From an optimization exercise on the open Yosys and OpenROAD flow, aimed at small area; shortcuts taken in it are not production practice. RTL that was checked went through simulation tests only; none was proved equivalent to the original. Power is estimated from default activity; no workload was simulated.

==> inputs of 04-04 <==
==> flow/design.v <==
module rs_alu(
	input clk,
	input rst,
	output [31:0] PC_out,
	output [3:0] rob_id_out,
	output [16:0] EX_ctrl_out,
	output [5:0] p_rs_out,
	output [5:0] p_rt_out,
	output [15:0] imm_bits_out,
	output [5:0] p_rd_out,
	output stl_dec_rs_alu_full,
	input [3:0] num_rob_entry,
	input [31:0] PC_in,
	input [16:0] EX_ctrl_in,
	input [5:0] p_rs_in,
	input [5:0] p_rt_in,
	input p_rs_rdy_in,
	input p_rt_rdy_in,
	input rs_read,
	input rt_read,
	input [15:0] imm_bits_in,
	input [5:0] p_rd_new,
	input alloc_RS_en,
	input stall_issue,
	output wire issue_en,
	input recover,
	input [3:0] rec_rob_entry,
	input stall_hazard,
	input bus_en,
	input [5:0] tag
);
	localparam W = 87;
	reg [7:0] valid;
	reg [7:0] rs_rdy;
	reg [7:0] rt_rdy;
	reg [3:0] rob_id [0:7];
	reg [5:0] prf_rs [0:7];
	reg [5:0] prf_rt [0:7];
	reg [W-1:0] payload [0:7];  
	reg [7:0] age [0:7];
	reg [7:0] alloc_sel;
	always @(*) begin
		alloc_sel = 8'd0;
		for (integer i = 7; i >= 0; i = i - 1)
			if (!valid[i]) alloc_sel = 8'd1 << i;
	end
	wire [7:0] alloc_we = alloc_RS_en ? alloc_sel : 8'd0;
	function automatic older(input integer j, input integer k);
		older = (j < k) ? age[j][k] : ~age[k][j];
	endfunction
	wire [7:0] req = valid & rs_rdy & rt_rdy;
	reg [7:0] grant;
	always @(*) begin
		for (integer i = 0; i < 8; i = i + 1) begin
			grant[i] = req[i];
			for (integer j = 0; j < 8; j = j + 1)
				if (j != i && req[j] && older(j, i)) grant[i] = 1'b0;
		end
	end
	wire no_issue = recover | stall_hazard | stall_issue;
	assign issue_en = ~no_issue & (|req);
	wire [7:0] issue_clr = no_issue ? 8'd0 : grant;
	reg [7:0] flush_clr;
	always @(*) begin
		for (integer i = 0; i < 8; i = i + 1)
			flush_clr[i] = recover && valid[i] && (rob_id[i] == rec_rob_entry);
	end
	always @(posedge clk or negedge rst) begin
		if (~rst) valid <= 8'd0;
		else valid <= (valid & ~issue_clr & ~flush_clr) | alloc_we;
	end
	wire rs_rdy_new = p_rs_rdy_in | ~rs_read | (bus_en && tag == p_rs_in);
	wire rt_rdy_new = p_rt_rdy_in | ~rt_read | (bus_en && tag == p_rt_in);
	always @(posedge clk) begin
		for (integer i = 0; i < 8; i = i + 1) begin
			if (alloc_we[i]) begin
				rs_rdy[i] <= rs_rdy_new;
				rt_rdy[i] <= rt_rdy_new;
				rob_id[i] <= num_rob_entry;
				prf_rs[i] <= p_rs_in;
				prf_rt[i] <= p_rt_in;
				payload[i] <= {PC_in, EX_ctrl_in, imm_bits_in, p_rd_new};
			end else begin
				if (bus_en && tag == prf_rs[i]) rs_rdy[i] <= 1'b1;
				if (bus_en && tag == prf_rt[i]) rt_rdy[i] <= 1'b1;
			end
			for (integer k = i + 1; k < 8; k = k + 1) begin
				if (alloc_we[k]) age[i][k] <= 1'b1;
				else if (alloc_we[i]) age[i][k] <= 1'b0;
			end
		end
	end
	reg [W-1:0] pl_out;
	reg [3:0] rob_out;
	reg [5:0] rs_out, rt_out;
	always @(*) begin
		pl_out = {W{1'b0}};
		rob_out = 4'd0;
		rs_out = 6'd0;
		rt_out = 6'd0;
		for (integer i = 0; i < 8; i = i + 1) begin
			pl_out = pl_out | ({W{grant[i]}} & payload[i]);
			rob_out = rob_out | ({4{grant[i]}} & rob_id[i]);
			rs_out = rs_out | ({6{grant[i]}} & prf_rs[i]);
			rt_out = rt_out | ({6{grant[i]}} & prf_rt[i]);
		end
	end
	assign {PC_out, EX_ctrl_out, imm_bits_out, p_rd_out} = pl_out;
	assign rob_id_out = rob_out;
	assign p_rs_out = rs_out;
	assign p_rt_out = rt_out;
	assign stl_dec_rs_alu_full = &valid;
endmodule
==> flow/run.sh <==
#!/bin/bash
# synth_recipe.tcl (not shown) runs the flow's synth.tcl, then flattens the netlist and writes it again
# the make line also repeats each setting of config.mk as NAME=value (left out here)
make -C /OpenROAD-flow-scripts/flow DESIGN_CONFIG=/design/flow/config.mk WORK_HOME=/design/flow/orfs CLKGATE_MAP_FILE= SYNTH_SCRIPT=/design/flow/synth_recipe.tcl finish
==> flow/config.mk <==
export PLATFORM = sky130hd
export DESIGN_NAME = rs_alu
export DESIGN_NICKNAME = rs_alu
export VERILOG_FILES = /design/flow/design.v
export SDC_FILE = /design/flow/constraint.sdc
export NUM_CORES = 4
export LEC_CHECK = 0
export CAP_MARGIN = 20
export CORE_MARGIN = 2
export CORE_UTILIZATION = 40
export SLEW_MARGIN = 20
==> flow/constraint.sdc <==
create_clock -name core_clock -period 8.0 [get_ports {clk}]
set_input_delay 1.6000 -clock core_clock [delete_from_list [all_inputs] [get_ports {clk}]]
set_output_delay 1.6000 -clock core_clock [all_outputs]
set_load 0.01 [all_outputs]
==> inputs of 01-26, as changes to 04-04 <==
--- a/flow/design.v
+++ b/flow/design.v
@@ -30,5 +30,5 @@
 	input [5:0] tag
 );
-	localparam W = 87;
+	localparam W = 71;
 	reg [7:0] valid;
 	reg [7:0] rs_rdy;
@@ -91,4 +91,11 @@
 		end
 	end
+	reg [2:0] gidx;
+	always @(*) begin
+		gidx = 3'd0;
+		for (integer i = 7; i >= 0; i = i - 1)
+			if (grant[i]) gidx = i;
+	end
+	wire [7:0] sel = 8'd1 << gidx;
 	reg [W-1:0] pl_out;
 	reg [3:0] rob_out;
@@ -100,8 +107,8 @@
 		rt_out = 6'd0;
 		for (integer i = 0; i < 8; i = i + 1) begin
-			pl_out = pl_out | ({W{grant[i]}} & payload[i]);
-			rob_out = rob_out | ({4{grant[i]}} & rob_id[i]);
-			rs_out = rs_out | ({6{grant[i]}} & prf_rs[i]);
-			rt_out = rt_out | ({6{grant[i]}} & prf_rt[i]);
+			pl_out = pl_out | ({W{sel[i]}} & payload[i]);
+			rob_out = rob_out | ({4{sel[i]}} & rob_id[i]);
+			rs_out = rs_out | ({6{sel[i]}} & prf_rs[i]);
+			rt_out = rt_out | ({6{sel[i]}} & prf_rt[i]);
 		end
 	end
CORE_UTILIZATION = 45   (was 40)
CTS_BUF_LIST = sky130_fd_sc_hd__clkbuf_8   (was default)
CTS_CLUSTER_DIAMETER = 100   (was default)
CTS_CLUSTER_SIZE = 16   (was default)
==> results.json <==
{
  "crit_slowest_cell": "buf_4",
  "p_leak_nw": 10.5,
  "m1WireLength_microns": 30600,
  "setup_ws_ns": 1.60,
  "arrival_ns": 4.80,
  "cp_top_family": "buffers and inverters",
  "place_ws_ns": 2.31,
  "synth_xor_area_share_pct": 4.31,
  "status": "complete, no violations",
  "setup.worst_path.start": "valid[5]",
  "postLayoutCellArea_sq_mm": 0.0322,
  "drt-total-wl_microns": 71800,
  "finalCritPeriodShare_pct": 80.0,
  "buffer_area_share_pct": 6.84
}
(the above is from 01-26)
==> results.json <==
{
  "m1WireLength_microns": 36400,
  "setup.worst_path.start": "valid[1]",
  "setup_ws_ns": 2.11,
  "buffer_area_share_pct": 6.35,
  "status": "complete, no violations",
  "overflow": 0,
  "arrival_ns": 4.29,
  "synth-compound-area-share_pct": 9.25,
  "postLayoutCellArea_sq_mm": 0.0361,
  "p_leak_nw": 12.4,
  "finalCritPeriodShare_pct": 73.6,
  "drt-total-wl_microns": 86500,
  "crit_slowest_cell": "and3_4",
  "critical_path_depth": 7
}
(the above is from 04-04)

========
==> wip/yarrow <==
rs_alu, a different RTL version from the one above (not shown whole).
==> module rs_alu, before the edit <==
module rs_alu(
	input clk,
	input rst,
	output [31:0] PC_out,
	output [3:0] rob_id_out,
	output [16:0] EX_ctrl_out,
	output [5:0] p_rs_out,
	output [5:0] p_rt_out,
	output [15:0] imm_bits_out,
	output [5:0] p_rd_out,
	output stl_dec_rs_alu_full,
	input [3:0] num_rob_entry,
	input [31:0] PC_in,
	input [16:0] EX_ctrl_in,
	input [5:0] p_rs_in,
	input [5:0] p_rt_in,
	input p_rs_rdy_in,
	input p_rt_rdy_in,
	input rs_read,
	input rt_read,
	input [15:0] imm_bits_in,
	input [5:0] p_rd_new,
	input alloc_RS_en,
	input stall_issue,
	output wire issue_en,
	input recover,
	input [3:0] rec_rob_entry,
	input stall_hazard,
	input bus_en,
	input [5:0] tag
);
	localparam W = 87;
	reg [7:0] valid;
	reg [7:0] rs_rdy;
	reg [7:0] rt_rdy;
	reg [3:0] rob_id [0:7];
	reg [5:0] prf_rs [0:7];
	reg [5:0] prf_rt [0:7];
	reg [W-1:0] payload [0:7];  
	reg [7:0] age [0:7];
	reg [7:0] alloc_sel;
	always @(*) begin
		alloc_sel = 8'd0;
		for (integer i = 7; i >= 0; i = i - 1)
			if (!valid[i]) alloc_sel = 8'd1 << i;
	end
	wire [7:0] alloc_we = alloc_RS_en ? alloc_sel : 8'd0;
	function automatic older(input integer j, input integer k);
		older = (j < k) ? age[j][k] : ~age[k][j];
	endfunction
	wire [7:0] req = valid & rs_rdy & rt_rdy;
	reg [7:0] grant;
	always @(*) begin
		for (integer i = 0; i < 8; i = i + 1) begin
			grant[i] = req[i];
			for (integer j = 0; j < 8; j = j + 1)
				if (j != i && req[j] && older(j, i)) grant[i] = 1'b0;
		end
	end
	wire no_issue = recover | stall_hazard | stall_issue;
	assign issue_en = ~no_issue & (|req);
	wire [7:0] issue_clr = no_issue ? 8'd0 : grant;
	reg [7:0] flush_clr;
	always @(*) begin
		for (integer i = 0; i < 8; i = i + 1)
			flush_clr[i] = recover && valid[i] && (rob_id[i] == rec_rob_entry);
	end
	always @(posedge clk or negedge rst) begin
		if (~rst) valid <= 8'd0;
		else valid <= (valid & ~issue_clr & ~flush_clr) | alloc_we;
	end
	wire rs_rdy_new = p_rs_rdy_in | ~rs_read | (bus_en && tag == p_rs_in);
	wire rt_rdy_new = p_rt_rdy_in | ~rt_read | (bus_en && tag == p_rt_in);
	always @(posedge clk) begin
		for (integer i = 0; i < 8; i = i + 1) begin
			if (alloc_we[i]) begin
				rs_rdy[i] <= rs_rdy_new;
				rt_rdy[i] <= rt_rdy_new;
				rob_id[i] <= num_rob_entry;
				prf_rs[i] <= p_rs_in;
				prf_rt[i] <= p_rt_in;
				payload[i] <= {PC_in, EX_ctrl_in, imm_bits_in, p_rd_new};
			end else begin
				if (bus_en && tag == prf_rs[i]) rs_rdy[i] <= 1'b1;
				if (bus_en && tag == prf_rt[i]) rt_rdy[i] <= 1'b1;
			end
			for (integer k = i + 1; k < 8; k = k + 1) begin
				if (alloc_we[k]) age[i][k] <= 1'b1;
				else if (alloc_we[i]) age[i][k] <= 1'b0;
			end
		end
	end
	reg [2:0] gidx;
	always @(*) begin
		gidx = 3'd0;
		for (integer i = 7; i >= 0; i = i - 1)
			if (grant[i]) gidx = i;
	end
	wire [W-1:0] pl_out = payload[gidx];
	wire [3:0] rob_out = rob_id[gidx];
	wire [5:0] rs_out = prf_rs[gidx];
	wire [5:0] rt_out = prf_rt[gidx];
	assign {PC_out, EX_ctrl_out, imm_bits_out, p_rd_out} = pl_out;
	assign rob_id_out = rob_out;
	assign p_rs_out = rs_out;
	assign p_rt_out = rt_out;
	assign stl_dec_rs_alu_full = &valid;
endmodule
Settings: LEC_CHECK=0, CAP_MARGIN=20, CORE_MARGIN=2, CORE_UTILIZATION=40, CTS_BUF_LIST=sky130_fd_sc_hd__clkbuf_4 sky130_fd_sc_hd__clkbuf_8 sky130_fd_sc_hd__clkbuf_16, GPL_TIMING_DRIVEN=0, SLEW_MARGIN=20; clock period 8.0 ns.
run.sh (not shown) runs the stock make flow with config.mk's settings and CLKGATE_MAP_FILE= SYNTH_SCRIPT=/design/flow/synth_recipe.tcl, a recipe that flattens the netlist after the stock synthesis.
==> inputs of wip/tundra, as changes to wip/yarrow <==
--- a/flow/design.v
+++ b/flow/design.v
@@ -31,3 +31,3 @@
 );
-	localparam W = 87;
+	localparam W = 71;
 	reg [7:0] valid;
@@ -98,6 +98,18 @@
 	end
-	wire [W-1:0] pl_out = payload[gidx];
-	wire [3:0] rob_out = rob_id[gidx];
-	wire [5:0] rs_out = prf_rs[gidx];
-	wire [5:0] rt_out = prf_rt[gidx];
+	wire [7:0] sel = 8'd1 << gidx;
+	reg [W-1:0] pl_out;
+	reg [3:0] rob_out;
+	reg [5:0] rs_out, rt_out;
+	always @(*) begin
+		pl_out = {W{1'b0}};
+		rob_out = 4'd0;
+		rs_out = 6'd0;
+		rt_out = 6'd0;
+		for (integer i = 0; i < 8; i = i + 1) begin
+			pl_out = pl_out | ({W{sel[i]}} & payload[i]);
+			rob_out = rob_out | ({4{sel[i]}} & rob_id[i]);
+			rs_out = rs_out | ({6{sel[i]}} & prf_rs[i]);
+			rt_out = rt_out | ({6{sel[i]}} & prf_rt[i]);
+		end
+	end
 	assign {PC_out, EX_ctrl_out, imm_bits_out, p_rd_out} = pl_out;
==> flow/flow/run.sh (new file) <==
#!/bin/bash
# The standard layout (standard.sh) with these changes:
#  - synthesis maps logic with an area-oriented ABC script (flow/synth_area.tcl,
#    flow/area.abc); registers are mapped exactly as in the standard synthesis;
#  - port buffers use the smallest buffer cell;
#  - CTS uses clkbuf_8 with sink clusters of up to 16 and no dummy loads.
# The full make output goes to flow.log in this folder; ORFS's per-step logs are
# under orfs/logs/.
set -euo pipefail
HERE=$(pwd)
CTS="-sink_clustering_enable -repair_clock_nets -dont_use_dummy_load -buf_list sky130_fd_sc_hd__clkbuf_8 -sink_clustering_size 16 -sink_clustering_max_diameter 100"
export MY_ABC_SCRIPT="$HERE/flow/area.abc"
bash standard.sh \
  "SYNTH_SCRIPT=$HERE/flow/synth_area.tcl" \
  "BUFFER_PORTS_ARGS=-buffer_cell sky130_fd_sc_hd__buf_1" \
  "CTS_ARGS=$CTS" \
  finish > flow.log 2>&1
==> flow/flow/area.abc (new file) <==
&get -n
&st
&dch -f
&nf -a -R 1000
&put
==> flow/flow/synth_area.tcl (new file) <==
# The standard synthesis script (synth_recipe.tcl), with one change: Yosys's abc
# step maps the logic with the area-oriented ABC script named by MY_ABC_SCRIPT.
# Flip-flop mapping (dfflibmap) runs before abc and is untouched, so the registers,
# their names and their cell types are the standard synthesis's.
proc synth {args} { yosys synth -nofsm -noshare {*}$args }
proc abc {args} {
  set i [lsearch -exact $args -script]
  if {$i >= 0 && [info exists ::env(MY_ABC_SCRIPT)]} { lset args [expr {$i + 1}] $::env(MY_ABC_SCRIPT) }
  yosys abc {*}$args
}
source $::env(SCRIPTS_DIR)/synth.tcl
# left out here: clear keep_hierarchy, flatten, clean up, hide names made inside functions, write 1_2_yosys.v
==> flow/standard.sh (new file) <==
#!/bin/bash
# synth_recipe.tcl (not shown) runs the flow's synth.tcl, then flattens the netlist and writes it again
# the make line also repeats each setting of config.mk as NAME=value (left out here)
make -C /OpenROAD-flow-scripts/flow DESIGN_CONFIG=/design/flow/config.mk WORK_HOME=/design/flow/orfs CLKGATE_MAP_FILE= SYNTH_SCRIPT=/design/flow/synth_recipe.tcl "${@:-finish}"
- CAP_MARGIN: 20 -> 10
- CORE_UTILIZATION: 40 -> 45
- CTS_BUF_LIST: sky130_fd_sc_hd__clkbuf_4 sky130_fd_sc_hd__clkbuf_8 sky130_fd_sc_hd__clkbuf_16 -> unset
- GPL_TIMING_DRIVEN: 0 -> unset
- SLEW_MARGIN: 20 -> 10
removed: flow/run.sh
==> qor summary <==
	wip/tundra	wip/yarrow
GR Util met3	4.10%	2.92%
Die height	252 um	275 um
Ratio of final minimum period to clock period	80.7%	81.0%
Reg-to-reg setup timing slack	4.50 ns	4.58 ns
DIE AREA	63700 um^2	75400 um^2
Worst-path clk slew	0.10 ns	0.06 ns
Post-route standard cell area excluding fillers	30600 um^2	35200 um^2
Power per cell area	350 nW/um^2	399 nW/um^2
Layout inverter count without the clock tree	17	51
Area used by multi-input combinational logic	5640 um^2	6500 um^2
Initial standard-cell utilization of the core	45.2%	40.3%
Detail-routed via count per cell	6.10	5.68
Status	finished clean	finished clean
Number of nets at the end of the flow	1951	2156
Worst path depth	13	9
Data arrival at the endpoint of the critical path	4.86 ns	4.88 ns
Number of antenna violations at the first check in global routing	8	4
Detailed Route Iter0 Violations	2133	1994
Vias in the first global route	16100	17600
Share of final-layout standard cells stronger than drive strength 1	5.27%	10.4%
Sw frac	37.9%	33.3%
Clock buffers	52	99
Final HPWL DP	38100 um	50100 um
Clock Root Buffer	sky130_fd_sc_hd__clkbuf_8	sky130_fd_sc_hd__clkbuf_16
No functional check of the RTL was part of wip/yarrow.

[afterwards: timing with drivers on the ports]
Ports are ideal in the flow. The routed layouts listed here were re-timed in OpenROAD.
Step 1, drivers: a clkbuf_16 drives clk and a buf_2 each remaining input, both assumed.
Step 2, shift: input delay + t, output delay - t, t = (earliest + latest rising clock arrival at the registers) / 2. This alone moves slack from input paths to output paths.
Slacks: ideal / step 1 / step 2; pairs: ideal / step 1.
| run | shift t [ns] | slack for setup (ns) | latest minus earliest clock arrival (ns) |
|---|---|---|---|
| 04-04 | 0.671 | 2.112 / 2.053 / 2.564 | 0.023 / 0.023 |
| 01-26 | 0.734 | 1.603 / 1.546 / 2.280 | 0.044 / 0.044 |
| wip/yarrow | 0.675 | 1.523 / 1.459 / 2.134 | 0.022 / 0.021 |
| wip/tundra | 0.713 | 1.544 / 1.490 / 2.203 | 0.063 / 0.063 |
After both steps every run listed still meets setup and hold.
